From an optimization exercise on the open Yosys and OpenROAD flow, aimed at small area and a short achievable clock period; shortcuts taken in it are not production practice.
RTL that was checked went through simulation tests only; none was proved equivalent to the original.
Only the layout flow was run in run 1; the RTL was not checked for function there.
Power and IR drop assume default switching activity.

`design/flow/design.v`:
```
module bit_population_counter_top (
  input  logic         clk_i,
  input  logic         srst_i,
  input  logic [127:0] data_i,
  input  logic         data_val_i,
  output logic [6:0]   data_o,
  output logic         data_val_o
);
  wire s1 = data_i[0] ^ data_i[100] ^ data_i[101];
  wire c2 = (data_i[0] & data_i[100]) | (data_i[0] & data_i[101]) | (data_i[100] & data_i[101]);
  wire s3 = data_i[102] ^ data_i[103] ^ data_i[104];
  wire c4 = (data_i[102] & data_i[103]) | (data_i[102] & data_i[104]) | (data_i[103] & data_i[104]);
  wire s5 = data_i[105] ^ data_i[106] ^ data_i[107];
  wire c6 = (data_i[105] & data_i[106]) | (data_i[105] & data_i[107]) | (data_i[106] & data_i[107]);
  wire s7 = data_i[108] ^ data_i[109] ^ data_i[10];
  wire c8 = (data_i[108] & data_i[109]) | (data_i[108] & data_i[10]) | (data_i[109] & data_i[10]);
  wire s9 = data_i[110] ^ data_i[111] ^ data_i[112];
  wire c10 = (data_i[110] & data_i[111]) | (data_i[110] & data_i[112]) | (data_i[111] & data_i[112]);
  wire s11 = data_i[113] ^ data_i[114] ^ data_i[115];
  wire c12 = (data_i[113] & data_i[114]) | (data_i[113] & data_i[115]) | (data_i[114] & data_i[115]);
  wire s13 = data_i[116] ^ data_i[117] ^ data_i[118];
  wire c14 = (data_i[116] & data_i[117]) | (data_i[116] & data_i[118]) | (data_i[117] & data_i[118]);
  wire s15 = data_i[119] ^ data_i[11] ^ data_i[120];
  wire c16 = (data_i[119] & data_i[11]) | (data_i[119] & data_i[120]) | (data_i[11] & data_i[120]);
  wire s17 = data_i[121] ^ data_i[122] ^ data_i[123];
  wire c18 = (data_i[121] & data_i[122]) | (data_i[121] & data_i[123]) | (data_i[122] & data_i[123]);
  wire s19 = data_i[124] ^ data_i[125] ^ data_i[126];
  wire c20 = (data_i[124] & data_i[125]) | (data_i[124] & data_i[126]) | (data_i[125] & data_i[126]);
  wire s21 = data_i[127] ^ data_i[12] ^ data_i[13];
  wire c22 = (data_i[127] & data_i[12]) | (data_i[127] & data_i[13]) | (data_i[12] & data_i[13]);
  wire s23 = data_i[14] ^ data_i[15] ^ data_i[16];
  wire c24 = (data_i[14] & data_i[15]) | (data_i[14] & data_i[16]) | (data_i[15] & data_i[16]);
  wire s25 = data_i[17] ^ data_i[18] ^ data_i[19];
  wire c26 = (data_i[17] & data_i[18]) | (data_i[17] & data_i[19]) | (data_i[18] & data_i[19]);
  wire s27 = data_i[1] ^ data_i[20] ^ data_i[21];
  wire c28 = (data_i[1] & data_i[20]) | (data_i[1] & data_i[21]) | (data_i[20] & data_i[21]);
  wire s29 = data_i[22] ^ data_i[23] ^ data_i[24];
  wire c30 = (data_i[22] & data_i[23]) | (data_i[22] & data_i[24]) | (data_i[23] & data_i[24]);
  wire s31 = data_i[25] ^ data_i[26] ^ data_i[27];
  wire c32 = (data_i[25] & data_i[26]) | (data_i[25] & data_i[27]) | (data_i[26] & data_i[27]);
  wire s33 = data_i[28] ^ data_i[29] ^ data_i[2];
  wire c34 = (data_i[28] & data_i[29]) | (data_i[28] & data_i[2]) | (data_i[29] & data_i[2]);
  wire s35 = data_i[30] ^ data_i[31] ^ data_i[32];
  wire c36 = (data_i[30] & data_i[31]) | (data_i[30] & data_i[32]) | (data_i[31] & data_i[32]);
  wire s37 = data_i[33] ^ data_i[34] ^ data_i[35];
  wire c38 = (data_i[33] & data_i[34]) | (data_i[33] & data_i[35]) | (data_i[34] & data_i[35]);
  wire s39 = data_i[36] ^ data_i[37] ^ data_i[38];
  wire c40 = (data_i[36] & data_i[37]) | (data_i[36] & data_i[38]) | (data_i[37] & data_i[38]);
  wire s41 = data_i[39] ^ data_i[3] ^ data_i[40];
  wire c42 = (data_i[39] & data_i[3]) | (data_i[39] & data_i[40]) | (data_i[3] & data_i[40]);
  wire s43 = data_i[41] ^ data_i[42] ^ data_i[43];
  wire c44 = (data_i[41] & data_i[42]) | (data_i[41] & data_i[43]) | (data_i[42] & data_i[43]);
  wire s45 = data_i[44] ^ data_i[45] ^ data_i[46];
  wire c46 = (data_i[44] & data_i[45]) | (data_i[44] & data_i[46]) | (data_i[45] & data_i[46]);
  wire s47 = data_i[47] ^ data_i[48] ^ data_i[49];
  wire c48 = (data_i[47] & data_i[48]) | (data_i[47] & data_i[49]) | (data_i[48] & data_i[49]);
  wire s49 = data_i[4] ^ data_i[50] ^ data_i[51];
  wire c50 = (data_i[4] & data_i[50]) | (data_i[4] & data_i[51]) | (data_i[50] & data_i[51]);
  wire s51 = data_i[52] ^ data_i[53] ^ data_i[54];
  wire c52 = (data_i[52] & data_i[53]) | (data_i[52] & data_i[54]) | (data_i[53] & data_i[54]);
  wire s53 = data_i[55] ^ data_i[56] ^ data_i[57];
  wire c54 = (data_i[55] & data_i[56]) | (data_i[55] & data_i[57]) | (data_i[56] & data_i[57]);
  wire s55 = data_i[58] ^ data_i[59] ^ data_i[5];
  wire c56 = (data_i[58] & data_i[59]) | (data_i[58] & data_i[5]) | (data_i[59] & data_i[5]);
  wire s57 = data_i[60] ^ data_i[61] ^ data_i[62];
  wire c58 = (data_i[60] & data_i[61]) | (data_i[60] & data_i[62]) | (data_i[61] & data_i[62]);
  wire s59 = data_i[63] ^ data_i[64] ^ data_i[65];
  wire c60 = (data_i[63] & data_i[64]) | (data_i[63] & data_i[65]) | (data_i[64] & data_i[65]);
  wire s61 = data_i[66] ^ data_i[67] ^ data_i[68];
  wire c62 = (data_i[66] & data_i[67]) | (data_i[66] & data_i[68]) | (data_i[67] & data_i[68]);
  wire s63 = data_i[69] ^ data_i[6] ^ data_i[70];
  wire c64 = (data_i[69] & data_i[6]) | (data_i[69] & data_i[70]) | (data_i[6] & data_i[70]);
  wire s65 = data_i[71] ^ data_i[72] ^ data_i[73];
  wire c66 = (data_i[71] & data_i[72]) | (data_i[71] & data_i[73]) | (data_i[72] & data_i[73]);
  wire s67 = data_i[74] ^ data_i[75] ^ data_i[76];
  wire c68 = (data_i[74] & data_i[75]) | (data_i[74] & data_i[76]) | (data_i[75] & data_i[76]);
  wire s69 = data_i[77] ^ data_i[78] ^ data_i[79];
  wire c70 = (data_i[77] & data_i[78]) | (data_i[77] & data_i[79]) | (data_i[78] & data_i[79]);
  wire s71 = data_i[7] ^ data_i[80] ^ data_i[81];
  wire c72 = (data_i[7] & data_i[80]) | (data_i[7] & data_i[81]) | (data_i[80] & data_i[81]);
  wire s73 = data_i[82] ^ data_i[83] ^ data_i[84];
  wire c74 = (data_i[82] & data_i[83]) | (data_i[82] & data_i[84]) | (data_i[83] & data_i[84]);
  wire s75 = data_i[85] ^ data_i[86] ^ data_i[87];
  wire c76 = (data_i[85] & data_i[86]) | (data_i[85] & data_i[87]) | (data_i[86] & data_i[87]);
  wire s77 = data_i[88] ^ data_i[89] ^ data_i[8];
  wire c78 = (data_i[88] & data_i[89]) | (data_i[88] & data_i[8]) | (data_i[89] & data_i[8]);
  wire s79 = data_i[90] ^ data_i[91] ^ data_i[92];
  wire c80 = (data_i[90] & data_i[91]) | (data_i[90] & data_i[92]) | (data_i[91] & data_i[92]);
  wire s81 = data_i[93] ^ data_i[94] ^ data_i[95];
  wire c82 = (data_i[93] & data_i[94]) | (data_i[93] & data_i[95]) | (data_i[94] & data_i[95]);
  wire s83 = data_i[96] ^ data_i[97] ^ data_i[98];
  wire c84 = (data_i[96] & data_i[97]) | (data_i[96] & data_i[98]) | (data_i[97] & data_i[98]);
  wire s85 = data_i[99] ^ data_i[9] ^ s1;
  wire c86 = (data_i[99] & data_i[9]) | (data_i[99] & s1) | (data_i[9] & s1);
  wire s87 = s11 ^ s13 ^ s15;
  wire c88 = (s11 & s13) | (s11 & s15) | (s13 & s15);
  wire s89 = s17 ^ s19 ^ s21;
  wire c90 = (s17 & s19) | (s17 & s21) | (s19 & s21);
  wire s91 = s23 ^ s25 ^ s27;
  wire c92 = (s23 & s25) | (s23 & s27) | (s25 & s27);
  wire s93 = s29 ^ s3 ^ s31;
  wire c94 = (s29 & s3) | (s29 & s31) | (s3 & s31);
  wire s95 = s33 ^ s35 ^ s37;
  wire c96 = (s33 & s35) | (s33 & s37) | (s35 & s37);
  wire s97 = s39 ^ s41 ^ s43;
  wire c98 = (s39 & s41) | (s39 & s43) | (s41 & s43);
  wire s99 = s45 ^ s47 ^ s49;
  wire c100 = (s45 & s47) | (s45 & s49) | (s47 & s49);
  wire s101 = s5 ^ s51 ^ s53;
  wire c102 = (s5 & s51) | (s5 & s53) | (s51 & s53);
  wire s103 = s55 ^ s57 ^ s59;
  wire c104 = (s55 & s57) | (s55 & s59) | (s57 & s59);
  wire s105 = s61 ^ s63 ^ s65;
  wire c106 = (s61 & s63) | (s61 & s65) | (s63 & s65);
  wire s107 = s67 ^ s69 ^ s7;
  wire c108 = (s67 & s69) | (s67 & s7) | (s69 & s7);
  wire s109 = s71 ^ s73 ^ s75;
  wire c110 = (s71 & s73) | (s71 & s75) | (s73 & s75);
  wire s111 = s77 ^ s79 ^ s81;
  wire c112 = (s77 & s79) | (s77 & s81) | (s79 & s81);
  wire s113 = c10 ^ c12 ^ c14;
  wire c114 = (c10 & c12) | (c10 & c14) | (c12 & c14);
  wire s115 = c16 ^ c18 ^ c2;
  wire c116 = (c16 & c18) | (c16 & c2) | (c18 & c2);
  wire s117 = c20 ^ c22 ^ c24;
  wire c118 = (c20 & c22) | (c20 & c24) | (c22 & c24);
  wire s119 = c26 ^ c28 ^ c30;
  wire c120 = (c26 & c28) | (c26 & c30) | (c28 & c30);
  wire s121 = c32 ^ c34 ^ c36;
  wire c122 = (c32 & c34) | (c32 & c36) | (c34 & c36);
  wire s123 = c38 ^ c4 ^ c40;
  wire c124 = (c38 & c4) | (c38 & c40) | (c4 & c40);
  wire s125 = c42 ^ c44 ^ c46;
  wire c126 = (c42 & c44) | (c42 & c46) | (c44 & c46);
  wire s127 = c48 ^ c50 ^ c52;
  wire c128 = (c48 & c50) | (c48 & c52) | (c50 & c52);
  wire s129 = c54 ^ c56 ^ c58;
  wire c130 = (c54 & c56) | (c54 & c58) | (c56 & c58);
  wire s131 = c6 ^ c60 ^ c62;
  wire c132 = (c6 & c60) | (c6 & c62) | (c60 & c62);
  wire s133 = c64 ^ c66 ^ c68;
  wire c134 = (c64 & c66) | (c64 & c68) | (c66 & c68);
  wire s135 = c70 ^ c72 ^ c74;
  wire c136 = (c70 & c72) | (c70 & c74) | (c72 & c74);
  wire s137 = c76 ^ c78 ^ c8;
  wire c138 = (c76 & c78) | (c76 & c8) | (c78 & c8);
  wire s139 = c80 ^ c82 ^ c84;
  wire c140 = (c80 & c82) | (c80 & c84) | (c82 & c84);
  logic [57:0] p0;
  wire s141 = p0[0] ^ p0[10] ^ p0[11];
  wire c142 = (p0[0] & p0[10]) | (p0[0] & p0[11]) | (p0[10] & p0[11]);
  wire s143 = p0[12] ^ p0[13] ^ p0[14];
  wire c144 = (p0[12] & p0[13]) | (p0[12] & p0[14]) | (p0[13] & p0[14]);
  wire s145 = p0[15] ^ p0[1] ^ p0[2];
  wire c146 = (p0[15] & p0[1]) | (p0[15] & p0[2]) | (p0[1] & p0[2]);
  wire s147 = p0[3] ^ p0[4] ^ p0[5];
  wire c148 = (p0[3] & p0[4]) | (p0[3] & p0[5]) | (p0[4] & p0[5]);
  wire s149 = p0[6] ^ p0[7] ^ p0[8];
  wire c150 = (p0[6] & p0[7]) | (p0[6] & p0[8]) | (p0[7] & p0[8]);
  wire s151 = p0[9] ^ s141 ^ s143;
  wire c152 = (p0[9] & s141) | (p0[9] & s143) | (s141 & s143);
  wire s153 = s145 ^ s147 ^ s149;
  wire c154 = (s145 & s147) | (s145 & s149) | (s147 & s149);
  wire s155 = p0[16] ^ p0[17] ^ p0[18];
  wire c156 = (p0[16] & p0[17]) | (p0[16] & p0[18]) | (p0[17] & p0[18]);
  wire s157 = p0[19] ^ p0[20] ^ p0[21];
  wire c158 = (p0[19] & p0[20]) | (p0[19] & p0[21]) | (p0[20] & p0[21]);
  wire s159 = p0[22] ^ p0[23] ^ p0[24];
  wire c160 = (p0[22] & p0[23]) | (p0[22] & p0[24]) | (p0[23] & p0[24]);
  wire s161 = p0[25] ^ p0[26] ^ p0[27];
  wire c162 = (p0[25] & p0[26]) | (p0[25] & p0[27]) | (p0[26] & p0[27]);
  wire s163 = p0[28] ^ p0[29] ^ p0[30];
  wire c164 = (p0[28] & p0[29]) | (p0[28] & p0[30]) | (p0[29] & p0[30]);
  wire s165 = p0[31] ^ p0[32] ^ p0[33];
  wire c166 = (p0[31] & p0[32]) | (p0[31] & p0[33]) | (p0[32] & p0[33]);
  wire s167 = p0[34] ^ p0[35] ^ p0[36];
  wire c168 = (p0[34] & p0[35]) | (p0[34] & p0[36]) | (p0[35] & p0[36]);
  wire s169 = p0[37] ^ p0[38] ^ p0[39];
  wire c170 = (p0[37] & p0[38]) | (p0[37] & p0[39]) | (p0[38] & p0[39]);
  wire s171 = p0[40] ^ p0[41] ^ p0[42];
  wire c172 = (p0[40] & p0[41]) | (p0[40] & p0[42]) | (p0[41] & p0[42]);
  wire s173 = p0[43] ^ c142 ^ c144;
  wire c174 = (p0[43] & c142) | (p0[43] & c144) | (c142 & c144);
  wire s175 = c146 ^ c148 ^ c150;
  wire c176 = (c146 & c148) | (c146 & c150) | (c148 & c150);
  wire s177 = s155 ^ s157 ^ s159;
  wire c178 = (s155 & s157) | (s155 & s159) | (s157 & s159);
  wire s179 = s161 ^ s163 ^ s165;
  wire c180 = (s161 & s163) | (s161 & s165) | (s163 & s165);
  wire s181 = s167 ^ s169 ^ s171;
  wire c182 = (s167 & s169) | (s167 & s171) | (s169 & s171);
  wire s183 = c152 ^ c154 ^ s173;
  wire c184 = (c152 & c154) | (c152 & s173) | (c154 & s173);
  wire s185 = s175 ^ s177 ^ s179;
  wire c186 = (s175 & s177) | (s175 & s179) | (s177 & s179);
  wire s187 = p0[44] ^ p0[45] ^ p0[46];
  wire c188 = (p0[44] & p0[45]) | (p0[44] & p0[46]) | (p0[45] & p0[46]);
  wire s189 = p0[47] ^ p0[48] ^ p0[49];
  wire c190 = (p0[47] & p0[48]) | (p0[47] & p0[49]) | (p0[48] & p0[49]);
  wire s191 = p0[50] ^ p0[51] ^ p0[52];
  wire c192 = (p0[50] & p0[51]) | (p0[50] & p0[52]) | (p0[51] & p0[52]);
  wire s193 = p0[53] ^ p0[54] ^ p0[55];
  wire c194 = (p0[53] & p0[54]) | (p0[53] & p0[55]) | (p0[54] & p0[55]);
  wire s195 = p0[56] ^ p0[57] ^ c156;
  wire c196 = (p0[56] & p0[57]) | (p0[56] & c156) | (p0[57] & c156);
  wire s197 = c158 ^ c160 ^ c162;
  wire c198 = (c158 & c160) | (c158 & c162) | (c160 & c162);
  wire s199 = c164 ^ c166 ^ c168;
  wire c200 = (c164 & c166) | (c164 & c168) | (c166 & c168);
  wire s201 = c170 ^ c172 ^ s187;
  wire c202 = (c170 & c172) | (c170 & s187) | (c172 & s187);
  wire s203 = s189 ^ s191 ^ s193;
  wire c204 = (s189 & s191) | (s189 & s193) | (s191 & s193);
  wire s205 = c174 ^ c176 ^ c178;
  wire c206 = (c174 & c176) | (c174 & c178) | (c176 & c178);
  wire s207 = c180 ^ c182 ^ s195;
  wire c208 = (c180 & c182) | (c180 & s195) | (c182 & s195);
  wire s209 = s197 ^ s199 ^ s201;
  wire c210 = (s197 & s199) | (s197 & s201) | (s199 & s201);
  wire s211 = c188 ^ c190 ^ c192;
  wire c212 = (c188 & c190) | (c188 & c192) | (c190 & c192);
  wire s213 = c194 ^ c196 ^ c198;
  wire c214 = (c194 & c196) | (c194 & c198) | (c196 & c198);
  wire s215 = c200 ^ c202 ^ c204;
  wire c216 = (c200 & c202) | (c200 & c204) | (c202 & c204);
  logic [19:0] p1;
  wire s217 = p1[2] ^ p1[3] ^ p1[4];
  wire c218 = (p1[2] & p1[3]) | (p1[2] & p1[4]) | (p1[3] & p1[4]);
  wire s219 = p1[10] ^ p1[5] ^ p1[6];
  wire c220 = (p1[10] & p1[5]) | (p1[10] & p1[6]) | (p1[5] & p1[6]);
  wire s221 = p1[7] ^ p1[8] ^ p1[9];
  wire c222 = (p1[7] & p1[8]) | (p1[7] & p1[9]) | (p1[8] & p1[9]);
  wire s223 = c218 ^ s219 ^ s221;
  wire c224 = (c218 & s219) | (c218 & s221) | (s219 & s221);
  wire s225 = p1[11] ^ p1[12] ^ p1[13];
  wire c226 = (p1[11] & p1[12]) | (p1[11] & p1[13]) | (p1[12] & p1[13]);
  wire s227 = p1[14] ^ p1[15] ^ p1[16];
  wire c228 = (p1[14] & p1[15]) | (p1[14] & p1[16]) | (p1[15] & p1[16]);
  wire s229 = c220 ^ c222 ^ s225;
  wire c230 = (c220 & c222) | (c220 & s225) | (c222 & s225);
  wire s231 = s227 ^ c224 ^ s229;
  wire c232 = (s227 & c224) | (s227 & s229) | (c224 & s229);
  wire s233 = p1[17] ^ p1[18] ^ p1[19];
  wire c234 = (p1[17] & p1[18]) | (p1[17] & p1[19]) | (p1[18] & p1[19]);
  wire s235 = c226 ^ c228 ^ s233;
  wire c236 = (c226 & c228) | (c226 & s233) | (c228 & s233);
  logic [9:0] p2;
  wire s237 = p2[5] ^ p2[6] ^ p2[7];
  wire c238 = (p2[5] & p2[6]) | (p2[5] & p2[7]) | (p2[6] & p2[7]);
  wire s239 = p2[8] ^ p2[9] ^ c238;
  wire c240 = (p2[8] & p2[9]) | (p2[8] & c238) | (p2[9] & c238);
  logic [7:0] p3;
  wire s241 = p3[0] ^ p3[1];
  wire c242 = p3[0] & p3[1];
  wire o243 = p3[2] ^ c242;
  wire g244 = (p3[2] & c242);
  wire o245 = p3[3] ^ g244;
  wire q246 = p3[3] & p3[2];
  wire g247 = (q246 & c242);
  wire o248 = p3[4] ^ g247;
  wire q249 = p3[4] & p3[3];
  wire g250 = (q249 & g244);
  wire o251 = p3[5] ^ g250;
  wire q252 = p3[5] & p3[4];
  wire q253 = q252 & p3[3];
  wire g254 = (q253 & g244);
  wire o255 = p3[6] ^ g254;
  wire q256 = p3[6] & p3[5];
  wire q257 = q256 & p3[4];
  wire g258 = (q257 & g247);
  wire o259 = p3[7] ^ g258;
  always_ff @( posedge clk_i )
    begin
      p0[0] <= s83;
      p0[1] <= s9;
      p0[2] <= s101;
      p0[3] <= s103;
      p0[4] <= s105;
      p0[5] <= s107;
      p0[6] <= s109;
      p0[7] <= s111;
      p0[8] <= s85;
      p0[9] <= s87;
      p0[10] <= s89;
      p0[11] <= s91;
      p0[12] <= s93;
      p0[13] <= s95;
      p0[14] <= s97;
      p0[15] <= s99;
      p0[16] <= c100;
      p0[17] <= c102;
      p0[18] <= c104;
      p0[19] <= c106;
      p0[20] <= c108;
      p0[21] <= c110;
      p0[22] <= c112;
      p0[23] <= c86;
      p0[24] <= c88;
      p0[25] <= c90;
      p0[26] <= c92;
      p0[27] <= c94;
      p0[28] <= c96;
      p0[29] <= c98;
      p0[30] <= s113;
      p0[31] <= s115;
      p0[32] <= s117;
      p0[33] <= s119;
      p0[34] <= s121;
      p0[35] <= s123;
      p0[36] <= s125;
      p0[37] <= s127;
      p0[38] <= s129;
      p0[39] <= s131;
      p0[40] <= s133;
      p0[41] <= s135;
      p0[42] <= s137;
      p0[43] <= s139;
      p0[44] <= c114;
      p0[45] <= c116;
      p0[46] <= c118;
      p0[47] <= c120;
      p0[48] <= c122;
      p0[49] <= c124;
      p0[50] <= c126;
      p0[51] <= c128;
      p0[52] <= c130;
      p0[53] <= c132;
      p0[54] <= c134;
      p0[55] <= c136;
      p0[56] <= c138;
      p0[57] <= c140;
      p1[0] <= s151;
      p1[1] <= s153;
      p1[2] <= s181;
      p1[3] <= s183;
      p1[4] <= s185;
      p1[5] <= s203;
      p1[6] <= c184;
      p1[7] <= c186;
      p1[8] <= s205;
      p1[9] <= s207;
      p1[10] <= s209;
      p1[11] <= s211;
      p1[12] <= c206;
      p1[13] <= c208;
      p1[14] <= s213;
      p1[15] <= c210;
      p1[16] <= s215;
      p1[17] <= c212;
      p1[18] <= c214;
      p1[19] <= c216;
      p2[0] <= p1[0];
      p2[1] <= p1[1];
      p2[2] <= s217;
      p2[3] <= s223;
      p2[4] <= s231;
      p2[5] <= c230;
      p2[6] <= s235;
      p2[7] <= c232;
      p2[8] <= c234;
      p2[9] <= c236;
      p3[0] <= p2[0];
      p3[1] <= p2[1];
      p3[2] <= p2[2];
      p3[3] <= p2[3];
      p3[4] <= p2[4];
      p3[5] <= s237;
      p3[6] <= s239;
      p3[7] <= c240;
    end
  wire [6:0] count = {o259, o255, o251, o248, o245, o243, s241};
  logic [3:0] val;
  always_ff @( posedge clk_i )
    begin
      if ( srst_i )
        val <= '0;
      else
        val <= { val[2:0], data_val_i };
    end
  assign data_val_o = val[3];
  assign data_o = count;
endmodule
```
`design/flow/flow/run.sh`:
```
#!/bin/bash
# The standard layout (standard.sh) with three changes to its settings:
#  - Yosys's synth runs without its early "abc -fast" pass (SYNTH_ARGS=-noabc),
#    so extract_fa keeps the RTL's full adders in their true polarity instead
#    of adding inverters around them; the registers are the same;
#  - ports are buffered with plain buf_1 cells instead of delay buffers;
#  - CTS inserts no dummy loads and uses small clock buffers.
# make's output (every step's log is also kept under orfs/logs) goes to flow.log.
set -euo pipefail
cat >> config.mk <<'CFG'
export SYNTH_ARGS = -noabc
export BUFFER_PORTS_ARGS = -buffer_cell sky130_fd_sc_hd__buf_1
export CTS_ARGS = -sink_clustering_enable -repair_clock_nets -dont_use_dummy_load -buf_list {sky130_fd_sc_hd__clkbuf_4 sky130_fd_sc_hd__clkbuf_8}
CFG
bash standard.sh finish > flow.log 2>&1
```
`design/flow/standard.sh`:
```
#!/bin/bash
# synth_recipe.tcl (not shown) runs the flow's synth.tcl, then flattens the netlist and writes it again
# the make line also repeats each setting of config.mk as NAME=value (left out here)
make -C /OpenROAD-flow-scripts/flow DESIGN_CONFIG=/design/flow/config.mk WORK_HOME=/design/flow/orfs CLKGATE_MAP_FILE= SYNTH_SCRIPT=/design/flow/synth_recipe.tcl "${@:-finish}"
```
`design/flow/config.mk`:
```
export PLATFORM = sky130hd
export DESIGN_NAME = bit_population_counter_top
export DESIGN_NICKNAME = bit_population_counter_top
export VERILOG_FILES = /design/flow/design.v
export SDC_FILE = /design/flow/constraint.sdc
export NUM_CORES = 4
export LEC_CHECK = 0
export CAP_MARGIN = 20
export CORE_MARGIN = 2
export CORE_UTILIZATION = 40
export SLEW_MARGIN = 20
export SYNTH_ARGS = -noabc
export BUFFER_PORTS_ARGS = -buffer_cell sky130_fd_sc_hd__buf_1
export CTS_ARGS = -sink_clustering_enable -repair_clock_nets -dont_use_dummy_load -buf_list {sky130_fd_sc_hd__clkbuf_4 sky130_fd_sc_hd__clkbuf_8}
```
`design/flow/constraint.sdc`:
```
create_clock -name core_clock -period 2.6 [get_ports {clk_i}]
set_input_delay 0.5200 -clock core_clock [delete_from_list [all_inputs] [get_ports {clk_i}]]
set_output_delay 0.5200 -clock core_clock [all_outputs]
set_load 0.01 [all_outputs]
```
==> results.sh, run 1 <==
export IMPL_antenna_found_initial=0
export IMPL_yosys_area_top_type="fa_1"
export IMPL_cts_made_buffers=9
export IMPL_core_area_sq_um=11320
export IMPL_area_growth_pct=16.74
export IMPL_cp_data_arrival_time_ps=1500
export IMPL_diodes=0
export IMPL_peakVddDrop_mv=0.4404
export IMPL_layout_common_cells="138 x buf_1, 120 x fa_1, 100 x dfxtp_1, 9 x clkbuf_8, 4 x nor2b_1"
export IMPL_drv_slew=0
export IMPL_syn_num_nets=496
export IMPL_clk_latency_ps=360
export IMPL_hold_viol=0
export IMPL_first_global_vias=2700
export IMPL_multi_input_area_sq_um=2534
export IMPL_grt_use_total=0.1330
export IMPL_hold_path_class="reg -> reg"
export IMPL_r2r_end="p1[4]$_DFF_P_"
export IMPL_avgSynthCellArea_sq_um=18.88
export IMPL_tightest_slew_ps=179.0
export IMPL_cp_required_ps=2080
export IMPL_min_from="p2[4]$_DFF_P_"
export IMPL_yosysWarnings=1
export IMPL_rrSetupSlack_ps=640
export IMPL_max_cap_violations=0
export IMPL_layout_commonest_cell="buf_1"
export IMPL_rows=39
export IMPL_fmax_mhz=494.8
export IMPL_crit_fanout=3
export IMPL_grt_max_degree=16
export IMPL_die_width_um=111.1
export IMPL_grt_setup_unrepaired="no"
export IMPL_totalWireLength_um=7274
export IMPL_drt_iter0_drc=55
export IMPL_fin_nets=638
export IMPL_cts_tree="built"
export IMPL_drc=0
export IMPL_placed_cells=517
export IMPL_htreeDepth=3
export IMPL_p_total_mw=5.451
export IMPL_skew_ps=23.28
export IMPL_fin_util=0.4731
export IMPL_yosysSeqAreaShare=0.4363
export IMPL_r2r_start="p0[16]$_DFF_P_"
export IMPL_path_class="reg -> out"
export IMPL_first_pass_iters=4
export IMPL_place_congestion=0.7341
export IMPL_hold_buffers=0
export IMPL_stdcell_count=526
export IMPL_min_period_ps=2021
export IMPL_ctsLongestPathBuffers=2
export IMPL_io_buffers=138
export IMPL_setup_worst_path_end_class="output port"
export IMPL_grt_pass1_wl_um=12490
export IMPL_drt_vias_per_instance=4.190
export IMPL_leakage_nw=1.996
export IMPL_via_count=2204
export IMPL_dp_hpwl_um=6601
export IMPL_hold_depth=0
export IMPL_status="no timing/DRC/antenna violations"
export IMPL_fillers=995
export IMPL_drive_gt1_frac=0.03133
export IMPL_r2r_cells=3
export IMPL_cts_sinks=100
export IMPL_regArea_sq_um=2002
export IMPL_slew_headroom=0.8803
export IMPL_wl_per_cell_um=13.83
export IMPL_fin_tns_setup_ps=0
export IMPL_synth_cell_types=11
export IMPL_post_cts_buffers=0
export IMPL_synth_area_sq_um=4588
export IMPL_power_density_nw_per_um2=1018
export IMPL_synth_cells=243
export IMPL_synth_top_area_frac=0.5236
export IMPL_period_share=0.7773
export IMPL_die_area_sq_um=12340
export IMPL_clk_pin_slew_ps=80
export IMPL_clockRootBuffer="clkbuf_8"
export IMPL_die_h_um=111.1
export IMPL_synth_seq_cells=100
export IMPL_gr_total_overflow=0
export IMPL_ios=139
export IMPL_setup_viol=0
export IMPL_min_to="p3[4]$_DFF_P_"
export IMPL_ctsResizeCount=0
export IMPL_start_kind="register"
export IMPL_initial_core_util=0.4053
export IMPL_ant_nets=0
export IMPL_synth_area_leaders="fa_1 52%, dfxtp_1 44%, buf_4 1.1%"
-- worst max-delay path by stage --
stage / end / slack (ps) / from / cells after the start
after floorplan: p1[4]$_DFF_P_ / 710 / p0[16]$_DFF_P_ / 3
after global placement: p1[4]$_DFF_P_ / 670 / p0[25]$_DFF_P_ / 3
after detailed placement: p1[4]$_DFF_P_ / 610 / p0[16]$_DFF_P_ / 3
after CTS: data_o[5] / 510 / p3[0]$_DFF_P_ / 5
after global routing: data_o[4] / 410 / p3[0]$_DFF_P_ / 5
final: data_o[5] / 580 / p3[0]$_DFF_P_ / 5
-- worst max-delay path, stage by stage, from the launching register on --
cell     delay [ps]
dfxtp_1         340
ha_1            190
ha_1            210
nand4_1         110
xnor2_1         140
buf_1           160
-- routing by layer --
metal	global-route usage	wire, um	up-vias
met5	0	0	-
met4	0.03951	98	0
met3	0.03335	301	9
met2	0.2413	4023	62
met1	0.1563	2851	1123
li1	-	-	1010
-- Yosys cell counts --
cell     count
buf_4        7
dfxtp_1    100
fa_1       120
ha_1         2
nand3_1      1
nand3_2      2
nand4_1      1
nor2_2       1
nor2b_1      4
xnor2_1      3
xor2_1       2
-- sequential cells by signal, indices dropped and copies added, names as in the netlist --
name  count
p1       20
p3        8
val       4
p2       10
p0       58
-- per-stage QoR --
stage	hold slack [ps]	setup WS [ps]	area (sq um)
3_3_place_gp	310.5	673.6	5233
6_report	331.2	579.1	5356
2_1_floorplan	309.6	709.9	4588
5_1_grt	337.2	413.5	5356
3_5_place_dp	312.1	610.4	5233
4_1_cts	333.0	515.0	5356
-- cell families after synthesis --
| group | count (synthesis) | synth area share |
|---|---|---|
| xor+xnor | 5 | 0.009546 |
| fa+ha+maj | 122 | 0.5290 |
| buf+inv | 7 | 0.01145 |
| flops | 100 | 0.4363 |
| simple gates | 9 | 0.01364 |
-- area by class of cell --
type | count | share of cell area
flip-flops and latches | 100 | 0.3737
multi-input cells | 136 | 0.4730
repair buffers | 138 | 0.09671
clock buffers | 9 | 0.02313
well taps | 143 | 0.03340
-- power by group --
part	switching [mW]	total, mW	internal (mW)
clock	0.442	0.753	0.311
combinational	1.13	2.22	1.10
sequential	0.295	2.47	2.18
==> run 2, diff against run 1 <==
--- a/design/flow/design.v
+++ b/design/flow/design.v
@@ -190,84 +190,85 @@
   wire s181 = s167 ^ s169 ^ s171;
   wire c182 = (s167 & s169) | (s167 & s171) | (s169 & s171);
-  wire s183 = c152 ^ c154 ^ s173;
-  wire c184 = (c152 & c154) | (c152 & s173) | (c154 & s173);
-  wire s185 = s175 ^ s177 ^ s179;
-  wire c186 = (s175 & s177) | (s175 & s179) | (s177 & s179);
-  wire s187 = p0[44] ^ p0[45] ^ p0[46];
-  wire c188 = (p0[44] & p0[45]) | (p0[44] & p0[46]) | (p0[45] & p0[46]);
-  wire s189 = p0[47] ^ p0[48] ^ p0[49];
-  wire c190 = (p0[47] & p0[48]) | (p0[47] & p0[49]) | (p0[48] & p0[49]);
-  wire s191 = p0[50] ^ p0[51] ^ p0[52];
-  wire c192 = (p0[50] & p0[51]) | (p0[50] & p0[52]) | (p0[51] & p0[52]);
-  wire s193 = p0[53] ^ p0[54] ^ p0[55];
-  wire c194 = (p0[53] & p0[54]) | (p0[53] & p0[55]) | (p0[54] & p0[55]);
-  wire s195 = p0[56] ^ p0[57] ^ c156;
-  wire c196 = (p0[56] & p0[57]) | (p0[56] & c156) | (p0[57] & c156);
-  wire s197 = c158 ^ c160 ^ c162;
-  wire c198 = (c158 & c160) | (c158 & c162) | (c160 & c162);
-  wire s199 = c164 ^ c166 ^ c168;
-  wire c200 = (c164 & c166) | (c164 & c168) | (c166 & c168);
-  wire s201 = c170 ^ c172 ^ s187;
-  wire c202 = (c170 & c172) | (c170 & s187) | (c172 & s187);
-  wire s203 = s189 ^ s191 ^ s193;
-  wire c204 = (s189 & s191) | (s189 & s193) | (s191 & s193);
-  wire s205 = c174 ^ c176 ^ c178;
-  wire c206 = (c174 & c176) | (c174 & c178) | (c176 & c178);
-  wire s207 = c180 ^ c182 ^ s195;
-  wire c208 = (c180 & c182) | (c180 & s195) | (c182 & s195);
-  wire s209 = s197 ^ s199 ^ s201;
-  wire c210 = (s197 & s199) | (s197 & s201) | (s199 & s201);
-  wire s211 = c188 ^ c190 ^ c192;
-  wire c212 = (c188 & c190) | (c188 & c192) | (c190 & c192);
-  wire s213 = c194 ^ c196 ^ c198;
-  wire c214 = (c194 & c196) | (c194 & c198) | (c196 & c198);
-  wire s215 = c200 ^ c202 ^ c204;
-  wire c216 = (c200 & c202) | (c200 & c204) | (c202 & c204);
-  logic [19:0] p1;
-  wire s217 = p1[2] ^ p1[3] ^ p1[4];
-  wire c218 = (p1[2] & p1[3]) | (p1[2] & p1[4]) | (p1[3] & p1[4]);
-  wire s219 = p1[10] ^ p1[5] ^ p1[6];
-  wire c220 = (p1[10] & p1[5]) | (p1[10] & p1[6]) | (p1[5] & p1[6]);
-  wire s221 = p1[7] ^ p1[8] ^ p1[9];
-  wire c222 = (p1[7] & p1[8]) | (p1[7] & p1[9]) | (p1[8] & p1[9]);
-  wire s223 = c218 ^ s219 ^ s221;
-  wire c224 = (c218 & s219) | (c218 & s221) | (s219 & s221);
-  wire s225 = p1[11] ^ p1[12] ^ p1[13];
-  wire c226 = (p1[11] & p1[12]) | (p1[11] & p1[13]) | (p1[12] & p1[13]);
-  wire s227 = p1[14] ^ p1[15] ^ p1[16];
-  wire c228 = (p1[14] & p1[15]) | (p1[14] & p1[16]) | (p1[15] & p1[16]);
-  wire s229 = c220 ^ c222 ^ s225;
-  wire c230 = (c220 & c222) | (c220 & s225) | (c222 & s225);
-  wire s231 = s227 ^ c224 ^ s229;
-  wire c232 = (s227 & c224) | (s227 & s229) | (c224 & s229);
-  wire s233 = p1[17] ^ p1[18] ^ p1[19];
-  wire c234 = (p1[17] & p1[18]) | (p1[17] & p1[19]) | (p1[18] & p1[19]);
-  wire s235 = c226 ^ c228 ^ s233;
-  wire c236 = (c226 & c228) | (c226 & s233) | (c228 & s233);
-  logic [9:0] p2;
-  wire s237 = p2[5] ^ p2[6] ^ p2[7];
-  wire c238 = (p2[5] & p2[6]) | (p2[5] & p2[7]) | (p2[6] & p2[7]);
-  wire s239 = p2[8] ^ p2[9] ^ c238;
-  wire c240 = (p2[8] & p2[9]) | (p2[8] & c238) | (p2[9] & c238);
-  logic [7:0] p3;
-  wire s241 = p3[0] ^ p3[1];
-  wire c242 = p3[0] & p3[1];
-  wire o243 = p3[2] ^ c242;
-  wire g244 = (p3[2] & c242);
-  wire o245 = p3[3] ^ g244;
-  wire q246 = p3[3] & p3[2];
+  wire s183 = p0[44] ^ p0[45] ^ p0[46];
+  wire c184 = (p0[44] & p0[45]) | (p0[44] & p0[46]) | (p0[45] & p0[46]);
+  wire s185 = p0[47] ^ p0[48] ^ p0[49];
+  wire c186 = (p0[47] & p0[48]) | (p0[47] & p0[49]) | (p0[48] & p0[49]);
+  wire s187 = p0[50] ^ p0[51] ^ p0[52];
+  wire c188 = (p0[50] & p0[51]) | (p0[50] & p0[52]) | (p0[51] & p0[52]);
+  wire s189 = p0[53] ^ p0[54] ^ p0[55];
+  wire c190 = (p0[53] & p0[54]) | (p0[53] & p0[55]) | (p0[54] & p0[55]);
+  wire s191 = p0[56] ^ p0[57] ^ c156;
+  wire c192 = (p0[56] & p0[57]) | (p0[56] & c156) | (p0[57] & c156);
+  wire s193 = c158 ^ c160 ^ c162;
+  wire c194 = (c158 & c160) | (c158 & c162) | (c160 & c162);
+  wire s195 = c164 ^ c166 ^ c168;
+  wire c196 = (c164 & c166) | (c164 & c168) | (c166 & c168);
+  wire s197 = c170 ^ c172 ^ s183;
+  wire c198 = (c170 & c172) | (c170 & s183) | (c172 & s183);
+  wire s199 = s185 ^ s187 ^ s189;
+  wire c200 = (s185 & s187) | (s185 & s189) | (s187 & s189);
+  wire s201 = c184 ^ c186 ^ c188;
+  wire c202 = (c184 & c186) | (c184 & c188) | (c186 & c188);
+  logic [26:0] p1;
+  wire s203 = p1[2] ^ p1[3] ^ p1[4];
+  wire c204 = (p1[2] & p1[3]) | (p1[2] & p1[4]) | (p1[3] & p1[4]);
+  wire s205 = p1[5] ^ p1[6] ^ p1[7];
+  wire c206 = (p1[5] & p1[6]) | (p1[5] & p1[7]) | (p1[6] & p1[7]);
+  wire s207 = p1[8] ^ s203 ^ s205;
+  wire c208 = (p1[8] & s203) | (p1[8] & s205) | (s203 & s205);
+  wire s209 = p1[10] ^ p1[11] ^ p1[12];
+  wire c210 = (p1[10] & p1[11]) | (p1[10] & p1[12]) | (p1[11] & p1[12]);
+  wire s211 = p1[13] ^ p1[14] ^ p1[15];
+  wire c212 = (p1[13] & p1[14]) | (p1[13] & p1[15]) | (p1[14] & p1[15]);
+  wire s213 = p1[16] ^ p1[17] ^ p1[18];
+  wire c214 = (p1[16] & p1[17]) | (p1[16] & p1[18]) | (p1[17] & p1[18]);
+  wire s215 = p1[9] ^ c204 ^ c206;
+  wire c216 = (p1[9] & c204) | (p1[9] & c206) | (c204 & c206);
+  wire s217 = s209 ^ s211 ^ s213;
+  wire c218 = (s209 & s211) | (s209 & s213) | (s211 & s213);
+  wire s219 = p1[19] ^ p1[20] ^ p1[21];
+  wire c220 = (p1[19] & p1[20]) | (p1[19] & p1[21]) | (p1[20] & p1[21]);
+  wire s221 = p1[22] ^ p1[23] ^ p1[24];
+  wire c222 = (p1[22] & p1[23]) | (p1[22] & p1[24]) | (p1[23] & p1[24]);
+  wire s223 = p1[25] ^ c210 ^ c212;
+  wire c224 = (p1[25] & c210) | (p1[25] & c212) | (c210 & c212);
+  wire s225 = c214 ^ s219 ^ s221;
+  wire c226 = (c214 & s219) | (c214 & s221) | (s219 & s221);
+  wire s227 = p1[26] ^ c220 ^ c222;
+  wire c228 = (p1[26] & c220) | (p1[26] & c222) | (c220 & c222);
+  logic [13:0] p2;
+  wire s229 = p2[3] ^ p2[4] ^ p2[5];
+  wire c230 = (p2[3] & p2[4]) | (p2[3] & p2[5]) | (p2[4] & p2[5]);
+  wire s231 = p2[6] ^ p2[7] ^ p2[8];
+  wire c232 = (p2[6] & p2[7]) | (p2[6] & p2[8]) | (p2[7] & p2[8]);
+  wire s233 = p2[9] ^ c230 ^ s231;
+  wire c234 = (p2[9] & c230) | (p2[9] & s231) | (c230 & s231);
+  wire s235 = p2[10] ^ p2[11] ^ p2[12];
+  wire c236 = (p2[10] & p2[11]) | (p2[10] & p2[12]) | (p2[11] & p2[12]);
+  logic [9:0] p3;
+  wire s237 = p3[5] ^ p3[6] ^ p3[7];
+  wire c238 = (p3[5] & p3[6]) | (p3[5] & p3[7]) | (p3[6] & p3[7]);
+  wire s239 = p3[8] ^ p3[9] ^ c238;
+  wire c240 = (p3[8] & p3[9]) | (p3[8] & c238) | (p3[9] & c238);
+  logic [7:0] p4;
+  wire s241 = p4[0] ^ p4[1];
+  wire c242 = p4[0] & p4[1];
+  wire o243 = p4[2] ^ c242;
+  wire g244 = (p4[2] & c242);
+  wire o245 = p4[3] ^ g244;
+  wire q246 = p4[3] & p4[2];
   wire g247 = (q246 & c242);
-  wire o248 = p3[4] ^ g247;
-  wire q249 = p3[4] & p3[3];
+  wire o248 = p4[4] ^ g247;
+  wire q249 = p4[4] & p4[3];
   wire g250 = (q249 & g244);
-  wire o251 = p3[5] ^ g250;
-  wire q252 = p3[5] & p3[4];
-  wire q253 = q252 & p3[3];
+  wire o251 = p4[5] ^ g250;
+  wire q252 = p4[5] & p4[4];
+  wire q253 = q252 & p4[3];
   wire g254 = (q253 & g244);
-  wire o255 = p3[6] ^ g254;
-  wire q256 = p3[6] & p3[5];
-  wire q257 = q256 & p3[4];
+  wire o255 = p4[6] ^ g254;
+  wire q256 = p4[6] & p4[5];
+  wire q257 = q256 & p4[4];
   wire g258 = (q257 & g247);
-  wire o259 = p3[7] ^ g258;
+  wire o259 = p4[7] ^ g258;
   always_ff @( posedge clk_i )
     begin
@@ -332,43 +333,64 @@
       p1[0] <= s151;
       p1[1] <= s153;
-      p1[2] <= s181;
-      p1[3] <= s183;
-      p1[4] <= s185;
-      p1[5] <= s203;
-      p1[6] <= c184;
-      p1[7] <= c186;
-      p1[8] <= s205;
-      p1[9] <= s207;
-      p1[10] <= s209;
-      p1[11] <= s211;
-      p1[12] <= c206;
-      p1[13] <= c208;
-      p1[14] <= s213;
-      p1[15] <= c210;
-      p1[16] <= s215;
-      p1[17] <= c212;
-      p1[18] <= c214;
-      p1[19] <= c216;
+      p1[2] <= c152;
+      p1[3] <= c154;
+      p1[4] <= s173;
+      p1[5] <= s175;
+      p1[6] <= s177;
+      p1[7] <= s179;
+      p1[8] <= s181;
+      p1[9] <= c174;
+      p1[10] <= c176;
+      p1[11] <= c178;
+      p1[12] <= c180;
+      p1[13] <= c182;
+      p1[14] <= s191;
+      p1[15] <= s193;
+      p1[16] <= s195;
+      p1[17] <= s197;
+      p1[18] <= s199;
+      p1[19] <= c190;
+      p1[20] <= c192;
+      p1[21] <= c194;
+      p1[22] <= c196;
+      p1[23] <= c198;
+      p1[24] <= c200;
+      p1[25] <= s201;
+      p1[26] <= c202;
       p2[0] <= p1[0];
       p2[1] <= p1[1];
-      p2[2] <= s217;
-      p2[3] <= s223;
-      p2[4] <= s231;
-      p2[5] <= c230;
-      p2[6] <= s235;
-      p2[7] <= c232;
-      p2[8] <= c234;
-      p2[9] <= c236;
+      p2[2] <= s207;
+      p2[3] <= c208;
+      p2[4] <= s215;
+      p2[5] <= s217;
+      p2[6] <= c216;
+      p2[7] <= c218;
+      p2[8] <= s223;
+      p2[9] <= s225;
+      p2[10] <= c224;
+      p2[11] <= c226;
+      p2[12] <= s227;
+      p2[13] <= c228;
       p3[0] <= p2[0];
       p3[1] <= p2[1];
       p3[2] <= p2[2];
-      p3[3] <= p2[3];
-      p3[4] <= p2[4];
-      p3[5] <= s237;
-      p3[6] <= s239;
-      p3[7] <= c240;
+      p3[3] <= s229;
+      p3[4] <= s233;
+      p3[5] <= c232;
+      p3[6] <= s235;
+      p3[7] <= c234;
+      p3[8] <= p2[13];
+      p3[9] <= c236;
+      p4[0] <= p3[0];
+      p4[1] <= p3[1];
+      p4[2] <= p3[2];
+      p4[3] <= p3[3];
+      p4[4] <= p3[4];
+      p4[5] <= s237;
+      p4[6] <= s239;
+      p4[7] <= c240;
     end
   wire [6:0] count = {o259, o255, o251, o248, o245, o243, s241};
-  logic [3:0] val;
+  logic [5:0] val;
   always_ff @( posedge clk_i )
     begin
@@ -376,7 +398,8 @@
         val <= '0;
       else
-        val <= { val[2:0], data_val_i };
+        val <= { val[4:0], data_val_i };
     end
-  assign data_val_o = val[3];
-  assign data_o = count;
+  assign data_val_o = val[5];
+  always_ff @( posedge clk_i )
+    data_o <= count;
 endmodule
==> results.sh, run 2 <==
export IMPL_layout_commonest_cell="buf_1"
export IMPL_synthTopCellsByCount="130 x dfxtp_1, 120 x fa_1, 6 x nor2b_1"
export IMPL_post_cts_buffers=0
export IMPL_cp_data_arrival_time_ps=1760
export IMPL_syn_num_nets=521
export IMPL_hold_path_class="reg -> reg"
export IMPL_synth_area_leaders="dfxtp_1 51%, fa_1 47%, nor2b_1 0.73%"
export IMPL_drv_slew=0
export IMPL_drc=0
export IMPL_r2r_cells=2
export IMPL_yosysSeqAreaShare=0.5066
export IMPL_largest_reg_flops=58
export IMPL_via_count=2440
export IMPL_power_density_nw_per_um2=1020
export IMPL_synth_ff_type="dfxtp_1"
export IMPL_gr_total_overflow=0
export IMPL_first_global_vias=2862
export IMPL_ios=139
export IMPL_wl_per_cell_um=13.31
export IMPL_placed_cells=578
export IMPL_fin_nets=678
export IMPL_grt_pass1_wl_um=13390
export IMPL_synth_edf_count=0
export IMPL_first_pass_iters=4
export IMPL_synth_area_sq_um=5137
export IMPL_area_growth_pct=18.83
export IMPL_skew_ps=23.33
export IMPL_max_flop_register="p0"
export IMPL_ctsResizeCount=0
export IMPL_r2r_start="p0[34]$_DFF_P_"
export IMPL_startpoint="p0[34]$_DFF_P_"
export IMPL_drive_gt1_frac=0.04019
export IMPL_min_period_ps=1517
export IMPL_rrSetupSlack_ps=1080
export IMPL_synth_cells=268
export IMPL_tightest_slew_ps=215.5
export IMPL_stdcell_count=595
export IMPL_drt_vias_per_instance=4.101
export IMPL_drt_iter0_drc=60
export IMPL_reg_largest_list="p0: 58 flops, p1: 27 flops, p2: 14 flops"
export IMPL_initial_core_util=0.4088
export IMPL_fmax_mhz=659.0
export IMPL_dp_hpwl_um=6969
export IMPL_ant_nets=0
export IMPL_setup_worst_path_end_class="register"
export IMPL_place_congestion=0.7661
export IMPL_totalWireLength_um=7921
export IMPL_hold_buffers=0
export IMPL_hold_viol=0
export IMPL_r2r_end="p1[8]$_DFF_P_"
export IMPL_layout_common_cells="138 x buf_1, 130 x dfxtp_1, 120 x fa_1, 17 x clkbuf_8, 6 x nor2b_1"
export IMPL_start_kind="register"
export IMPL_async_flop_share=0
export IMPL_grt_use_total=0.1299
export IMPL_synth_cell_types=10
export IMPL_cts_tree="built"
export IMPL_yosysMostFrequentCell="dfxtp_1"
export IMPL_fillers=1097
export IMPL_fin_tns_setup_ps=0
export IMPL_max_cap_violations=0
export IMPL_die_h_um=117.3
export IMPL_crit_path_end="p1[8]$_DFF_P_"
export IMPL_cts_sinks=130
export IMPL_setup_viol=0
export IMPL_crit_fanout=1
export IMPL_cp_required_ps=2840
export IMPL_synth_seq_cells=130
export IMPL_clockRootBuffer="clkbuf_8"
export IMPL_rows=41
export IMPL_die_width_um=117.3
export IMPL_yosysWarnings=1
export IMPL_clk_latency_ps=400
export IMPL_grt_max_degree=17
export IMPL_status="no timing/DRC/antenna violations"
export IMPL_period_share=0.5836
export IMPL_yosys_area_top_type="dfxtp_1"
export IMPL_htreeDepth=4
export IMPL_io_buffers=138
export IMPL_die_area_sq_um=13770
export IMPL_synth_top_area_frac=0.5066
export IMPL_peakVddDrop_mv=0.4001
export IMPL_leakage_nw=2.309
export IMPL_avgSynthCellArea_sq_um=19.17
export IMPL_path_class="reg -> reg"
export IMPL_core_area_sq_um=12570
export IMPL_antenna_found_initial=0
export IMPL_cts_made_buffers=17
export IMPL_slew_headroom=0.8563
export IMPL_clk_pin_slew_ps=60
export IMPL_ctsLongestPathBuffers=2
export IMPL_diodes=0
export IMPL_grt_setup_unrepaired="no"
==> run 2: cell types whose count changed after synthesis, moves of 2 or more <==
cell,before,now
buf_4,7,0
nor2b_1,4,6
dfxtp_1,100,130
nand3_2,2,0
==> run 2: area by class of cell <==
cell class | count | area [sq um] | share of cell area
clock buffers | 17 | 234.0 | 0.03833
repair buffers | 138 | 518.0 | 0.08485
multi-input cells | 138 | 2535 | 0.4152
flip-flops and latches | 130 | 2603 | 0.4263
well taps | 172 | 215.2 | 0.03525
==> run 2: how the worst min path moves through the flow <==
stage	from	endpoint	slack [ps]	cells past startpoint
finish	p2[0]$_DFF_P_	p3[0]$_DFF_P_	320	0
global route	data_val_i	val[0]$_SDFF_PP0_	310	2
CTS	data_val_i	val[0]$_SDFF_PP0_	320	2
detailed placement	p3[2]$_DFF_P_	p4[2]$_DFF_P_	310	0
global placement	p3[4]$_DFF_P_	p4[4]$_DFF_P_	310	0
floorplan	p1[0]$_DFF_P_	p2[0]$_DFF_P_	310	0
==> run 2: cells by family after synthesis <==
| family | count (synthesis) | synth area share |
|---|---|---|
| flops | 130 | 0.5066 |
| fa+ha+maj | 122 | 0.4725 |
| simple gates | 11 | 0.01242 |
| xor+xnor | 5 | 0.008524 |
==> run 2: metrics by stage <==
stage                 util  instance area (sq um)  hold slack, ps  setup slack [ps]  power (mW)
floorplan                -                   5137           309.6             994.9       4.405
global placement    0.4671                   5871           310.6             781.5       5.128
detailed placement  0.4671                   5871           312.1             789.8       5.221
CTS                 0.4857                   6105           317.5              1053       6.394
global route        0.4857                   6105           311.7              1027       6.846
finish              0.4857                   6105           324.1              1083       6.227
==> run 2: power by group <==
| group | internal [mW] | switching, mW | total, mW | leakage [nW] |
|---|---|---|---|---|
| Sequential | 2.86 | 0.388 | 3.25 | 1.10 |
| Combinational | 0.904 | 0.906 | 1.81 | 1.09 |
| Clock | 0.574 | 0.592 | 1.17 | 0.122 |
| Total | 4.34 | 1.89 | 6.23 | 2.31 |
==> run 2: per-layer routing <==
layer	wire (um)	track usage	vias up
li1	-	-	1124
met5	0	0	-
met2	4401	0.2357	77
met4	139	0.03614	0
met1	2972	0.1464	1232
met3	407	0.04232	7
==> run 2: worst max-delay path, cell delays in order, from the launching register on <==
cell     delay (ps)
dfxtp_1         320
fa_1            530
fa_1            520
==> run 3, diff against run 2 <==
--- a/design/flow/design.v
+++ b/design/flow/design.v
@@ -246,29 +246,33 @@
   wire s235 = p2[10] ^ p2[11] ^ p2[12];
   wire c236 = (p2[10] & p2[11]) | (p2[10] & p2[12]) | (p2[11] & p2[12]);
+  wire s237 = c232 ^ s235;
+  wire c238 = c232 & s235;
+  wire s239 = p2[13] ^ c236;
+  wire c240 = p2[13] & c236;
   logic [9:0] p3;
-  wire s237 = p3[5] ^ p3[6] ^ p3[7];
-  wire c238 = (p3[5] & p3[6]) | (p3[5] & p3[7]) | (p3[6] & p3[7]);
-  wire s239 = p3[8] ^ p3[9] ^ c238;
-  wire c240 = (p3[8] & p3[9]) | (p3[8] & c238) | (p3[9] & c238);
-  logic [7:0] p4;
-  wire s241 = p4[0] ^ p4[1];
-  wire c242 = p4[0] & p4[1];
-  wire o243 = p4[2] ^ c242;
-  wire g244 = (p4[2] & c242);
-  wire o245 = p4[3] ^ g244;
-  wire q246 = p4[3] & p4[2];
-  wire g247 = (q246 & c242);
-  wire o248 = p4[4] ^ g247;
-  wire q249 = p4[4] & p4[3];
-  wire g250 = (q249 & g244);
-  wire o251 = p4[5] ^ g250;
-  wire q252 = p4[5] & p4[4];
-  wire q253 = q252 & p4[3];
-  wire g254 = (q253 & g244);
-  wire o255 = p4[6] ^ g254;
-  wire q256 = p4[6] & p4[5];
-  wire q257 = q256 & p4[4];
-  wire g258 = (q257 & g247);
-  wire o259 = p4[7] ^ g258;
+  wire s241 = p3[0] ^ p3[1];
+  wire c242 = p3[0] & p3[1];
+  wire s243 = p3[5] ^ p3[6];
+  wire c244 = p3[5] & p3[6];
+  wire s245 = p3[7] ^ p3[8];
+  wire c246 = p3[7] & p3[8];
+  wire o247 = p3[2] ^ c242;
+  wire g248 = (p3[2] & c242);
+  wire o249 = p3[3] ^ g248;
+  wire q250 = p3[3] & p3[2];
+  wire g251 = (q250 & c242);
+  wire o252 = p3[4] ^ g251;
+  wire q253 = p3[4] & p3[3];
+  wire g254 = (q253 & g248);
+  wire o255 = s243 ^ g254;
+  wire q256 = s243 & p3[4];
+  wire q257 = q256 & p3[3];
+  wire g258 = (q257 & g248) | c244;
+  wire o259 = s245 ^ g258;
+  wire g260 = (s245 & c244) | c246;
+  wire q261 = s245 & s243;
+  wire q262 = q261 & p3[4];
+  wire g263 = (q262 & g251) | g260;
+  wire o264 = p3[9] ^ g263;
   always_ff @( posedge clk_i )
     begin
@@ -377,20 +381,12 @@
       p3[3] <= s229;
       p3[4] <= s233;
-      p3[5] <= c232;
-      p3[6] <= s235;
-      p3[7] <= c234;
-      p3[8] <= p2[13];
-      p3[9] <= c236;
-      p4[0] <= p3[0];
-      p4[1] <= p3[1];
-      p4[2] <= p3[2];
-      p4[3] <= p3[3];
-      p4[4] <= p3[4];
-      p4[5] <= s237;
-      p4[6] <= s239;
-      p4[7] <= c240;
+      p3[5] <= s237;
+      p3[6] <= c234;
+      p3[7] <= c238;
+      p3[8] <= s239;
+      p3[9] <= c240;
     end
-  wire [6:0] count = {o259, o255, o251, o248, o245, o243, s241};
-  logic [5:0] val;
+  wire [6:0] count = {o264, o259, o255, o252, o249, o247, s241};
+  logic [4:0] val;
   always_ff @( posedge clk_i )
     begin
@@ -398,7 +394,7 @@
         val <= '0;
       else
-        val <= { val[4:0], data_val_i };
+        val <= { val[3:0], data_val_i };
     end
-  assign data_val_o = val[5];
+  assign data_val_o = val[4];
   always_ff @( posedge clk_i )
     data_o <= count;
==> results.sh, run 3 <==
export IMPL_cp_data_arrival_time_ps=1770
export IMPL_critPathMaxStageDelay_ps=580
export IMPL_yosys_area_top_type="dfxtp_1"
export IMPL_p_clk_frac=0.187
export IMPL_clk_latency_ps=410
export IMPL_slew_headroom=0.8531
export IMPL_grt_setup_unrepaired="no"
export IMPL_cts_tree="built"
export IMPL_wl_per_cell_um=13.32
export IMPL_first_global_vias=2773
export IMPL_ctsResizeCount=0
export IMPL_regArea_sq_um=2422
export IMPL_min_period_ps=1481
export IMPL_post_cts_buffers=0
export IMPL_gr_total_overflow=0
export IMPL_synth_edf_count=0
export IMPL_diodes=0
export IMPL_grt_use_total=0.1345
export IMPL_initial_core_util=0.4123
export IMPL_synthAdderAreaFrac=0.4901
export IMPL_synth_top_family_by_area="adder cells"
export IMPL_ant_nets=0
export IMPL_synth_seq_cells=121
export IMPL_drt_vias_per_instance=4.101
export IMPL_grt_pass1_wl_um=12810
export IMPL_fin_nets=674
export IMPL_synth_compound_area_frac=0.003774
export IMPL_drv_slew=0
export IMPL_skew_ps=20.04
export IMPL_cts_made_buffers=17
export IMPL_synth_ff_type="dfxtp_1"
export IMPL_area_growth_pct=19.35
export IMPL_grt_max_degree=17
export IMPL_synth_area_leaders="dfxtp_1 49%, fa_1 47%, ha_1 1.5%"
export IMPL_power_switching_mw=1.905
export IMPL_synthSimpleGateAreaFrac=0.01031
export IMPL_rows=40
export IMPL_critPathMostFrequentCell="fa_1"
export IMPL_period_share=0.5695
export IMPL_multi_input_area_sq_um=2551
export IMPL_drive_gt1_frac=0.04077
export IMPL_drc=0
export IMPL_core_area_sq_um=12060
export IMPL_seq_power_share=0.495
export IMPL_synth_cells=262
export IMPL_swShare=0.3125
export IMPL_ctsLongestPathBuffers=2
export IMPL_async_flop_share=0
export IMPL_cp_num_buf_inv=0
export IMPL_reg_largest_list="p0: 58 flops, p1: 27 flops, p2: 14 flops"
export IMPL_yosysSeqAreaShare=0.4870
export IMPL_rrSetupSlack_ps=1120
export IMPL_die_area_sq_um=13340
export IMPL_setup_viol=0
export IMPL_drt_iter0_drc=49
export IMPL_critPathSlowestCell="fa_1"
export IMPL_die_width_um=115.5
export IMPL_die_h_um=115.5
export IMPL_fin_tns_setup_ps=0
export IMPL_intPower_mw=4.190
export IMPL_ios=139
export IMPL_synth_mux_area_frac=0
export IMPL_peakVddDrop_mv=0.4279
export IMPL_clockRootBuffer="clkbuf_8"
export IMPL_synthTopCellsByCount="121 x dfxtp_1, 118 x fa_1, 6 x ha_1"
export IMPL_combPwrFrac=0.318
export IMPL_first_pass_iters=4
export IMPL_setup_worst_path_end_class="register"
export IMPL_yosysWarnings=1
export IMPL_path_class="reg -> reg"
export IMPL_yosysMostFrequentCell="dfxtp_1"
export IMPL_synth_area_sq_um=4974
export IMPL_synth_cell_types=10
export IMPL_place_congestion=0.7776
export IMPL_via_count=2399
export IMPL_synth_xor_area_frac=0.008805
export IMPL_synth_top_area_frac=0.4870
export IMPL_clk_pin_slew_ps=70
export IMPL_crit_fanout=1
export IMPL_status="no timing/DRC/antenna violations"
export IMPL_start_kind="register"
export IMPL_tightest_slew_ps=217.4
export IMPL_syn_num_nets=517
export IMPL_fmax_mhz=675.3
export IMPL_max_flop_register="p0"
export IMPL_largest_reg_flops=58
export IMPL_critPathTopFamily="adder cells"
export IMPL_whs_ps=320.5
export IMPL_dp_hpwl_um=6911
export IMPL_fillers=1054
export IMPL_power_density_nw_per_um2=1027
export IMPL_io_buffers=138
export IMPL_hold_path_class="in -> reg"
export IMPL_cp_required_ps=2880
export IMPL_max_cap_violations=0
export IMPL_avgSynthCellArea_sq_um=18.98
export IMPL_layout_common_cells="138 x buf_1, 121 x dfxtp_1, 118 x fa_1, 17 x clkbuf_8, 6 x ha_1"
export IMPL_antenna_found_initial=0
export IMPL_totalWireLength_um=7793
export IMPL_hold_buffers=0
export IMPL_hold_viol=0
export IMPL_crit_chain="fa_1 > fa_1"
export IMPL_leakage_nw=2.250
export IMPL_htreeDepth=4
export IMPL_cts_sinks=121
export IMPL_layout_commonest_cell="buf_1"
## run 3: changes by cell type after synthesis, sizes merged, moves of 2 or more
cell,before,now
ha,2,6
fa,120,118
nand3,2,4
dfxtp,130,121
## run 3: final cells by class
cell class                      instances  share of cell area
Multi-Input combinational cell        141              0.4298
Timing Repair Buffer                  138             0.08727
Clock buffer                           17             0.03942
Sequential cell                       121              0.4081
Tap cell                              168             0.03541
## run 3: through the flow
stage	instances	setup WS [ps]	cell area [sq um]	power (mW)	utilization
after global placement	568	775.3	5702	5.000	0.4727
after floorplan	262	994.9	4974	4.260	-
final	585	1119	5936	6.095	0.4921
after global routing	585	1089	5936	6.721	0.4921
after CTS	585	1110	5936	6.249	0.4921
after detailed placement	568	773.1	5702	5.091	0.4727
## run 3: metal layers
layer | part of all wire | routed length (um) | track usage | up-vias
met5 | 0 | 0 | 0 | -
met4 | 0.013 | 105 | 0.05462 | 0
met3 | 0.055 | 430 | 0.05596 | 8
met2 | 0.55 | 4288 | 0.2226 | 75
met1 | 0.38 | 2969 | 0.1556 | 1202
li1 | - | - | - | 1114
## run 3: logic make-up after synthesis
family,after synthesis
adders and majority gates,124
DFF,121
xor gates and xnor gates,5
AOI/OAI and AO/OA,3
and+or+nand+nor,9
## run 3: power by group through the flow
stage	Sequential (mW)	Combinational, mW	Clock (mW)
2_1_floorplan	3.01	1.25	0
3_3_place_gp	3.07	1.93	0
3_5_place_dp	3.08	2.01	0
4_1_cts	3.04	2.03	1.18
5_1_grt	3.11	2.34	1.27
6_report	3.02	1.94	1.14
## run 3: worst paths after layout
path / from / end / depth (start not counted)
min: data_val_i / val[0]$_SDFF_PP0_ / 2
max reg2reg: p1[19]$_DFF_P_ / p2[9]$_DFF_P_ / 2
max: p1[19]$_DFF_P_ / p2[9]$_DFF_P_ / 2
min reg2reg: p2[0]$_DFF_P_ / p3[0]$_DFF_P_ / 0
## run 3: worst register-to-register path, cell delays in order (launching register included)
cell and delay (ps):
dfxtp_1 320, fa_1 580, fa_1 450
==> run 4, diff against run 3 <==
--- a/design/flow/config.mk
+++ b/design/flow/config.mk
@@ -8,5 +8,6 @@
 export CAP_MARGIN = 20
 export CORE_MARGIN = 2
-export CORE_UTILIZATION = 40
+export CORE_UTILIZATION = 65
+export PLACE_DENSITY = 0.8
 export SLEW_MARGIN = 20
 export SYNTH_ARGS = -noabc
==> results.sh, run 4 <==
export IMPL_synth_top_area_frac=0.4870
export IMPL_regArea_sq_um=2422
export IMPL_setup_worst_path_end_class="register"
export IMPL_fin_util=0.7979
export IMPL_timing_final_ws_setup_ps=1112
export IMPL_ios=139
export IMPL_ctsResizeCount=0
export IMPL_grt_use_total=0.2301
export IMPL_synth_edf_count=0
export IMPL_first_pass_iters=4
export IMPL_start_kind="register"
export IMPL_drt_iter0_drc=55
export IMPL_drive_gt1_frac=0.04077
export IMPL_synthAdderAreaFrac=0.4901
export IMPL_fin_tns_setup_ps=0
export IMPL_place_congestion=0.8050
export IMPL_clk_latency_ps=410
export IMPL_synth_ff_type="dfxtp_1"
export IMPL_die_width_um=91.48
export IMPL_grt_max_degree=17
export IMPL_layout_commonest_cell="buf_1"
export IMPL_yosysSeqAreaShare=0.4870
export IMPL_reg_largest_list="p0: 58 flops, p1: 27 flops, p2: 14 flops"
export IMPL_via_count=2465
export IMPL_clockRootBuffer="clkbuf_8"
export IMPL_grt_pass1_wl_um=13790
export IMPL_cp_required_ps=2870
export IMPL_yosysWarnings=1
export IMPL_cts_sinks=121
export IMPL_hold_viol=0
export IMPL_cts_made_buffers=17
export IMPL_die_area_sq_um=8368
export IMPL_wl_per_cell_um=15.97
export IMPL_drv_slew=0
export IMPL_rrSetupSlack_ps=1110
export IMPL_p_total_mw=6.209
export IMPL_diodes=0
export IMPL_drc=0
export IMPL_synth_area_sq_um=4974
export IMPL_power_density_nw_per_um2=1061
export IMPL_syn_num_nets=517
export IMPL_slew_headroom=0.8603
export IMPL_placed_cells=499
export IMPL_synth_mux_area_frac=0
export IMPL_synth_xor_area_frac=0.008805
export IMPL_async_flop_share=0
export IMPL_die_h_um=91.48
export IMPL_yosysMostFrequentCell="dfxtp_1"
export IMPL_setup_viol=0
export IMPL_initial_core_util=0.6784
export IMPL_synth_compound_area_frac=0.003774
export IMPL_grt_setup_unrepaired="no"
export IMPL_drt_vias_per_instance=4.777
export IMPL_stdcell_count=516
export IMPL_leakage_nw=2.250
export IMPL_peakVddDrop_mv=0.5547
export IMPL_synth_top_family_by_area="adder cells"
export IMPL_skew_ps=17.96
export IMPL_max_flop_register="p0"
export IMPL_synthSimpleGateAreaFrac=0.01031
export IMPL_gr_total_overflow=0
export IMPL_area_growth_pct=17.61
export IMPL_ant_nets=0
export IMPL_rows=31
export IMPL_min_period_ps=1488
export IMPL_ctsLongestPathBuffers=2
export IMPL_htreeDepth=4
export IMPL_largest_reg_flops=58
export IMPL_totalWireLength_um=8238
export IMPL_fmax_mhz=672.1
export IMPL_core_area_sq_um=7331
export IMPL_fin_nets=674
export IMPL_clk_pin_slew_ps=60
export IMPL_dp_hpwl_um=7003
export IMPL_period_share=0.5723
export IMPL_yosys_area_top_type="dfxtp_1"
export IMPL_io_buffers=138
export IMPL_synth_area_leaders="dfxtp_1 49%, fa_1 47%, ha_1 1.5%"
export IMPL_hold_path_class="in -> reg"
export IMPL_multi_input_area_sq_um=2551
export IMPL_path_class="reg -> reg"
export IMPL_fillers=408
export IMPL_first_global_vias=3044
export IMPL_synth_cells=262
export IMPL_antenna_found_initial=0
export IMPL_avgSynthCellArea_sq_um=18.98
export IMPL_cp_data_arrival_time_ps=1760
export IMPL_synthTopCellsByCount="121 x dfxtp_1, 118 x fa_1, 6 x ha_1"
export IMPL_tightest_slew_ps=206.8
export IMPL_synth_seq_cells=121
export IMPL_status="no timing/DRC/antenna violations"
export IMPL_max_cap_violations=0
export IMPL_dp_slack_ps=788.2
export IMPL_crit_fanout=1
export IMPL_post_cts_buffers=0
export IMPL_layout_common_cells="138 x buf_1, 121 x dfxtp_1, 118 x fa_1, 17 x clkbuf_8, 6 x ha_1"
export IMPL_cts_tree="built"
export IMPL_synth_cell_types=10
export IMPL_hold_buffers=0
[run 4: cell counts after synthesis]
No cell type changed its count.
[run 4: power by group]
group	leakage, nW	switching, mW	internal [mW]
logic	1.11	1.02	1.00
registers	1.02	0.390	2.66
clock network	0.122	0.566	0.572
total	2.25	1.98	4.23
[run 4: per-layer routing]
metal	up-vias	part of all wire	GRT usage
li1	1111	-	-
met1	1244	0.35	0.2506
met2	89	0.57	0.4118
met3	21	0.050	0.08133
met4	0	0.023	0.08460
met5	-	0	0
[run 4: final timing paths]
check / startpoint / to / depth (start not counted)
worst min-delay path: data_val_i / val[0]$_SDFF_PP0_ / 2
worst max register to register: p0[37]$_DFF_P_ / p1[8]$_DFF_P_ / 2
worst max-delay path: p0[37]$_DFF_P_ / p1[8]$_DFF_P_ / 2
worst min register to register: p2[2]$_DFF_P_ / p3[2]$_DFF_P_ / 0
[run 4: kinds of logic after synthesis]
| logic type | after synthesis |
|---|---|
| AO/OA/AOI/OAI | 3 |
| XOR/XNOR | 5 |
| adder cells (fa/ha/maj) | 124 |
| flip-flops | 121 |
| AND/OR/NAND/NOR | 9 |
[run 4: cell type report]
class / count / area share
Multi-Input combinational cell: 141 / 0.4362
Sequential cell: 121 / 0.4141
Timing Repair Buffer: 138 / 0.08856
Clock buffer: 17 / 0.04000
Tap cell: 99 / 0.02118
[run 4: critical path: stages (launching register included)]
cell and delay, ps:
dfxtp_1 320, fa_1 590, fa_1 450
[run 4: metrics by stage]
stage	hold slack (ps)	cell area [sq um]
3_5_place_dp	316.0	5615
2_1_floorplan	309.6	4974
6_report	316.7	5849
4_1_cts	291.8	5849
5_1_grt	322.1	5849
3_3_place_gp	313.1	5615

-- what the ideal ports hide --
The flow's constraints put no driver on any port. The routed layouts listed below were extracted and timed again, unchanged, in two steps.
Step 1: set_driving_cell puts a clkbuf_16 on clk_i and a buf_2 on each other input, an assumption about the parent block.
Step 2, shift: input delay + t, output delay - t, t = (earliest + latest rising clock arrival at the registers) / 2. This alone moves slack from input paths to output paths.
Slacks: ideal ports / drivers / drivers and shift; pairs: ideal ports / drivers.
run	shift t [ns]	setup slack, ns
run 1	0.374	0.579 / 0.549 / 0.641
run 2	0.424	1.083 / 1.083 / 0.775
run 3	0.436	1.119 / 1.119 / 0.809
run 4	0.431	1.112 / 1.112 / 0.790
After both steps every run listed still meets setup and hold.
